This design comes from an exercise in tuning for small area, a short achievable clock period and few clock cycles on the open sky130 flow, not from production work. In this exercise RTL edits were held to simulation tests only and were not proved equivalent to the original. No activity file was given, so power comes from the tool's default toggle rates.

// huffman
module huffman(clk, reset, sram_a, sram_d, sram_wen, sram_q, finish);
input            clk;
input            reset;
output     [9:0] sram_a;
output     [7:0] sram_d;
output reg       sram_wen;
input      [7:0] sram_q;
output reg       finish;
reg [7:0] a;           
reg [6:0] X;           
reg       rd, lf, wr;  
reg       s1, s2, sf;  
reg [2:0] k;           
reg       hm;          
reg [6:0] cnt [0:5];
reg [4:0] R   [0:5];
reg [5:0] Q   [0:5];
assign sram_a = {2'b00, a};
assign sram_d = {1'b0, X};
integer s, j;
function lt7(input [6:0] x, input [6:0] y);
    reg [6:0] l, g;
    reg l10, g10, l32, g32, l54, g54, l30, g30, l64, g64;
    begin
        l = ~x & y;
        g = x & ~y;
        l10 = l[1] | (~g[1] & l[0]);  g10 = g[1] | (~l[1] & g[0]);
        l32 = l[3] | (~g[3] & l[2]);  g32 = g[3] | (~l[3] & g[2]);
        l54 = l[5] | (~g[5] & l[4]);  g54 = g[5] | (~l[5] & g[4]);
        l30 = l32 | (~g32 & l10);     g30 = g32 | (~l32 & g10);
        l64 = l[6] | (~g[6] & l54);   g64 = g[6] | (~l[6] & g54);
        lt7 = l64 | (~g64 & l30);
    end
endfunction
reg [6:0] n_cnt [0:5];
reg [5:0] lt, in, nw;
reg [4:0] T;
reg [6:0] selA, selB, selL;
reg [5:0] selQ, W;
reg [4:0] Mo, Ho;
reg [6:0] nX;
always @(*) begin
    for (s = 0; s < 6; s = s + 1) begin
        n_cnt[s] = cnt[s] + {6'd0, rd && a != 8'd0 && sram_q[2:0] == s + 1};
        lt[s] = lt7(cnt[s], X);
        in[s] = (rd || lf) ? s < k : !R[s][3];
        nw[s] = (rd || lf) ? s == k : R[s][3];
    end
    for (j = 0; j < 5; j = j + 1) begin
        T[j] = 1'b0;
  ...
Size in the first run: about 970 cells after synthesis, roughly 30 I/O pins, about 0.0077 sq mm of cells after synthesis.
export LEC_CHECK = 0
export CAP_MARGIN = 20
export CORE_MARGIN = 2
export CORE_UTILIZATION = 40
export CTS_BUF_LIST = sky130_fd_sc_hd__clkbuf_4 sky130_fd_sc_hd__clkbuf_8
export CTS_CLUSTER_SIZE = 30
export SETUP_SLACK_MARGIN = 4.2
export SLEW_MARGIN = 20
create_clock -name core_clock -period 7.0 [get_ports {clk}]
standard.sh (not shown) runs the stock make flow with config.mk's settings and CLKGATE_MAP_FILE= SYNTH_SCRIPT=/design/flow/synth_recipe.tcl, a recipe that flattens the netlist after the stock synthesis.
==> flow/flow/run.sh <==
#!/bin/bash
# Own layout flow: the standard synthesis, then the combinational logic
# re-mapped by ABC with its default (area-recovering) script, keeping every
# register instance of the standard synthesis as it is; then the standard
# layout from floorplan to finish on the re-mapped netlist, with every input
# and output port buffered by a plain buffer (sky130_fd_sc_hd__buf_2) rather
# than the delay cell buffer_ports picks by default.
set -euo pipefail
W=$(pwd)
YOSYS=${FLOW_HOME}/../tools/install/yosys/bin/yosys
R=$W/orfs/results/${FLOW_PLATFORM}/huffman/base

bash standard.sh synth > $W/flow_synth.log 2>&1
cp $R/1_2_yosys.v $W/std_synth.v
cd $W
$YOSYS -s $W/flow/remap.ys > $W/flow_remap.log 2>&1
python3 $W/flow/fixports.py $W/remapped0.v $W/remapped.v > $W/flow_fixports.log 2>&1
cp $W/remapped.v $R/1_2_yosys.v
rm -f $R/1_synth.odb
BUFFER_PORTS_ARGS='-buffer_cell sky130_fd_sc_hd__buf_2' bash standard.sh finish > $W/flow_finish.log 2>&1
Other scripts of this flow, unchanged in this note and not shown: flow/flow/fixports.py, flow/flow/remap.ys
Testbench counts at the start, summed over its fixed seeds: cycles 8,192.
Edit:
- CORE_UTILIZATION: 40 -> 30
- SETUP_SLACK_MARGIN: 4.2 -> 4.4
The changed run went through all stages and came out clean.
Die area climbs by 32%.
Combinational power climbs by 4.9%.
Setup slack is better by 0.10 ns.
Final area climbs by 6.2%.
Total power climbs by 6.0%.
Register-to-register slack is better by 0.09 ns.
Non-clock buffer count climbs by 24.
Worst hold slack is about the same.
Sequential power barely changes.
Synthesized area is unchanged.
Edit:
- CORE_UTILIZATION: 30 -> 50
- SETUP_SLACK_MARGIN: 4.4 -> 4.5
What happened:
- worst setup slack is worse by 0.045 ns
- routed wire length grows by 6.7%
- power is about the same
- sequential power barely changes
- sequential cell count stays the same
- clock skew is about the same

* * *

== run A ==
Another version of the RTL of huffman (not shown whole).
Size in the first run: ~1200 cells after synthesis, roughly 30 I/O pins, roughly 7800 µm² of cells after synthesis.
Settings: LEC_CHECK=0, CAP_MARGIN=20, CORE_MARGIN=2, CORE_UTILIZATION=30, CTS_BUF_LIST=sky130_fd_sc_hd__clkbuf_4 sky130_fd_sc_hd__clkbuf_8, CTS_CLUSTER_SIZE=30, SETUP_SLACK_MARGIN=4.0, SLEW_MARGIN=20; clock period 7.0 ns.
==> flow/flow/remap.ys <==
read_liberty -ignore_miss_func /OpenROAD-flow-scripts/flow/platforms/sky130hd/lib/sky130_fd_sc_hd__tt_025C_1v80.lib
read_verilog std_synth.v
hierarchy -top huffman
setattr -mod -set keep_hierarchy 1 sky130_fd_sc_hd__df* sky130_fd_sc_hd__edf* sky130_fd_sc_hd__conb_1
flatten
rename -hide w:*.*
opt_clean
abc -liberty /OpenROAD-flow-scripts/flow/platforms/sky130hd/lib/sky130_fd_sc_hd__tt_025C_1v80.lib -dont_use *lpflow* -dont_use *probe* -script +strash;dch,-f;map,-D,2500;topo
opt_clean -purge
setundef -zero
hilomap -hicell sky130_fd_sc_hd__conb_1 HI -locell sky130_fd_sc_hd__conb_1 LO
splitnets
opt_clean -purge
select huffman
stat -liberty /OpenROAD-flow-scripts/flow/platforms/sky130hd/lib/sky130_fd_sc_hd__tt_025C_1v80.lib
write_verilog -noattr -selected remapped0.v
Scripts as last shown in full above: flow/flow/run.sh
Other scripts of this flow, unchanged in this note and not shown: flow/flow/fixports.py
Run A went all the way through synthesis, placement and routing and the layout is clean on timing, DRC and antenna.
Testbench counts of run A, summed over its fixed seeds: cycles 8,192.
Inputs modified between run A and run B:
# run A
export LEC_CHECK = 0
export CAP_MARGIN = 20
export CORE_MARGIN = 2
export CORE_UTILIZATION = 30
export CTS_BUF_LIST = sky130_fd_sc_hd__clkbuf_4 sky130_fd_sc_hd__clkbuf_8
export CTS_CLUSTER_SIZE = 30
export SETUP_SLACK_MARGIN = 4.0
export SLEW_MARGIN = 20
create_clock -name core_clock -period 7.0 [get_ports {clk}]
# run B
export LEC_CHECK = 0
export CAP_MARGIN = 20
export CORE_MARGIN = 2
export CORE_UTILIZATION = 50
export CTS_BUF_LIST = sky130_fd_sc_hd__clkbuf_4 sky130_fd_sc_hd__clkbuf_8
export CTS_CLUSTER_SIZE = 30
export SETUP_SLACK_MARGIN = 4.5
export SLEW_MARGIN = 20
create_clock -name core_clock -period 7.0 [get_ports {clk}]
-- flow/flow/remap.ys --
<<< run A, line 6
rename -hide w:*.*
opt_clean
abc -liberty /OpenROAD-flow-scripts/flow/platforms/sky130hd/lib/sky130_fd_sc_hd__tt_025C_1v80.lib -dont_use *lpflow* -dont_use *probe* -script +strash;dch,-f;map,-D,2500;topo
opt_clean -purge
setundef -zero
>>> run B, line 6
rename -hide w:*.*
opt_clean
abc -liberty /OpenROAD-flow-scripts/flow/platforms/sky130hd/lib/sky130_fd_sc_hd__tt_025C_1v80.lib -dont_use *lpflow* -dont_use *probe*
opt_clean -purge
setundef -zero
## What came out
- Run B: done, clean on timing, DRC and antenna
- Relative to run A, the share of total power in combinational logic of run B is higher by 1.4 points.
- Global-route met2 utilization: run A and run B compared, lower one is run A
- Run B — post-layout instance count excluding filler cells about 20% lower, run A as reference
- Commonest non-fill, non-tap cell in the layout: dfxtp_1 -> run B, clkinv_1 -> run A
- Endpoint arrival time on the critical path in run B is 0.23 ns below run A.
- Run B vs run A: cell area reported after detailed placement down by a few percent
diff inputs: run B => run C
# run B
export LEC_CHECK = 0
export CAP_MARGIN = 20
export CORE_MARGIN = 2
export CORE_UTILIZATION = 50
export CTS_BUF_LIST = sky130_fd_sc_hd__clkbuf_4 sky130_fd_sc_hd__clkbuf_8
export CTS_CLUSTER_SIZE = 30
export SETUP_SLACK_MARGIN = 4.5
export SLEW_MARGIN = 20
create_clock -name core_clock -period 7.0 [get_ports {clk}]
# run C
export LEC_CHECK = 0
export CAP_MARGIN = 20
export CORE_MARGIN = 2
export CORE_UTILIZATION = 30
export CTS_BUF_LIST = sky130_fd_sc_hd__clkbuf_4 sky130_fd_sc_hd__clkbuf_8
export CTS_CLUSTER_SIZE = 30
export SETUP_SLACK_MARGIN = 4.3
export SLEW_MARGIN = 20
create_clock -name core_clock -period 7.0 [get_ports {clk}]
==> comparison <==
Run B → run C: highest achievable clock rate went down about 2.5%; total routing resource utilization after global routing lost 14 points. Comparing run B and run C, the higher met1 wire length was measured on run C. In the flow results for run B and run C, the area taken by flip-flops and latches is smaller on run C. Against run B as the reference, run C delivers a higher sequential share of layout area. | sum of routed wire length over all layers | lower: run C |. Run C vs. run B: clock transition at the registers of the reported paths flat, cell internal power dissipation +4.3%.
Input-level comparison between run D and run C:
# run C
export LEC_CHECK = 0
export CAP_MARGIN = 20
export CORE_MARGIN = 2
export CORE_UTILIZATION = 30
export CTS_BUF_LIST = sky130_fd_sc_hd__clkbuf_4 sky130_fd_sc_hd__clkbuf_8
export CTS_CLUSTER_SIZE = 30
export SETUP_SLACK_MARGIN = 4.3
export SLEW_MARGIN = 20
create_clock -name core_clock -period 7.0 [get_ports {clk}]
# run D
export LEC_CHECK = 0
export CAP_MARGIN = 20
export CORE_MARGIN = 2
export CORE_UTILIZATION = 50
export CTS_BUF_LIST = sky130_fd_sc_hd__clkbuf_4 sky130_fd_sc_hd__clkbuf_8
export CTS_CLUSTER_SIZE = 30
export SETUP_SLACK_MARGIN = 4.0
export SLEW_MARGIN = 20
create_clock -name core_clock -period 7.0 [get_ports {clk}]
-- flow/flow/remap.ys --
<<< run C, line 6
rename -hide w:*.*
opt_clean
abc -liberty /OpenROAD-flow-scripts/flow/platforms/sky130hd/lib/sky130_fd_sc_hd__tt_025C_1v80.lib -dont_use *lpflow* -dont_use *probe*
opt_clean -purge
setundef -zero
>>> run D, line 6
rename -hide w:*.*
opt_clean
abc -liberty /OpenROAD-flow-scripts/flow/platforms/sky130hd/lib/sky130_fd_sc_hd__tt_025C_1v80.lib -dont_use *lpflow* -dont_use *probe* -script +strash;dch,-f;map,-D,2500;topo
opt_clean -purge
setundef -zero
==> summary.txt <==
In terms of sequential cell power, run D and run C differ only marginally. Internal power: run D vs run C down 0.048 mW. Total routing usage reported by global routing sits higher in run D than in run C. Run D vs run C — worst slack at placement dropped 0.33 ns. Run D: first-pass GRT wire length higher than run C. Of run D and run C, it is run D that has the higher sequential portion of the cell area. Relative to run C, the length of routed wiring on met1 measured on run D has increased by a few percent. Run D: part of the cycle the worst path needs is 1.6 points higher than what run C reported.

what the ideal ports hide:
No port has a modelled driver above. Below, the same layouts with a new extraction and two added sets of constraints.
Step 1 sets driving cells, clkbuf_16 on the clock port and buf_2 on the other inputs (assumed; they add their load-dependent delay and slew).
Step 2 moves the port delays by t, midway between the first and last clock arrival at a register: inputs arrive t later, outputs are due t later. That takes back most of the time a late clock gives input paths.
Slacks: ideal / step 1 / step 2; pairs: ideal / step 1.
| run | shift t [ns] | setup slack, ns | hold WS [ns] | worst setup path after step 2 | cell pins on the clock port's net |
|---|---|---|---|---|---|
| the first run of note 1 | 0.514 | 4.231 / 4.238 / 3.731 | 0.467 / 0.467 / 0.467 | input to register | 1 |
| the second run of note 1 | 0.510 | 4.331 / 4.331 / 3.923 | 0.469 / 0.469 / 0.469 | input to register | 1 |
| the third run of note 1 | 0.509 | 4.286 / 4.286 / 4.006 | 0.480 / 0.480 / 0.480 | input to register | 1 |
| run A | 0.519 | 4.052 / 4.052 / 3.708 | 0.462 / 0.462 / 0.462 | input to register | 1 |
| run B | 0.500 | 4.267 / 4.267 / 4.009 | 0.513 / 0.513 / 0.513 | input to register | 1 |
| run C | 0.508 | 4.196 / 4.184 / 3.922 | 0.501 / 0.501 / 0.501 | input to register | 1 |
| run D | 0.494 | 4.082 / 4.082 / 3.739 | 0.472 / 0.472 / 0.472 | input to register | 1 |
After both steps setup and hold are still met in every run listed. The setup slack of the first run of note 1, which loses most, moves by +0.007 ns with the drivers and by -0.500 ns with both steps.
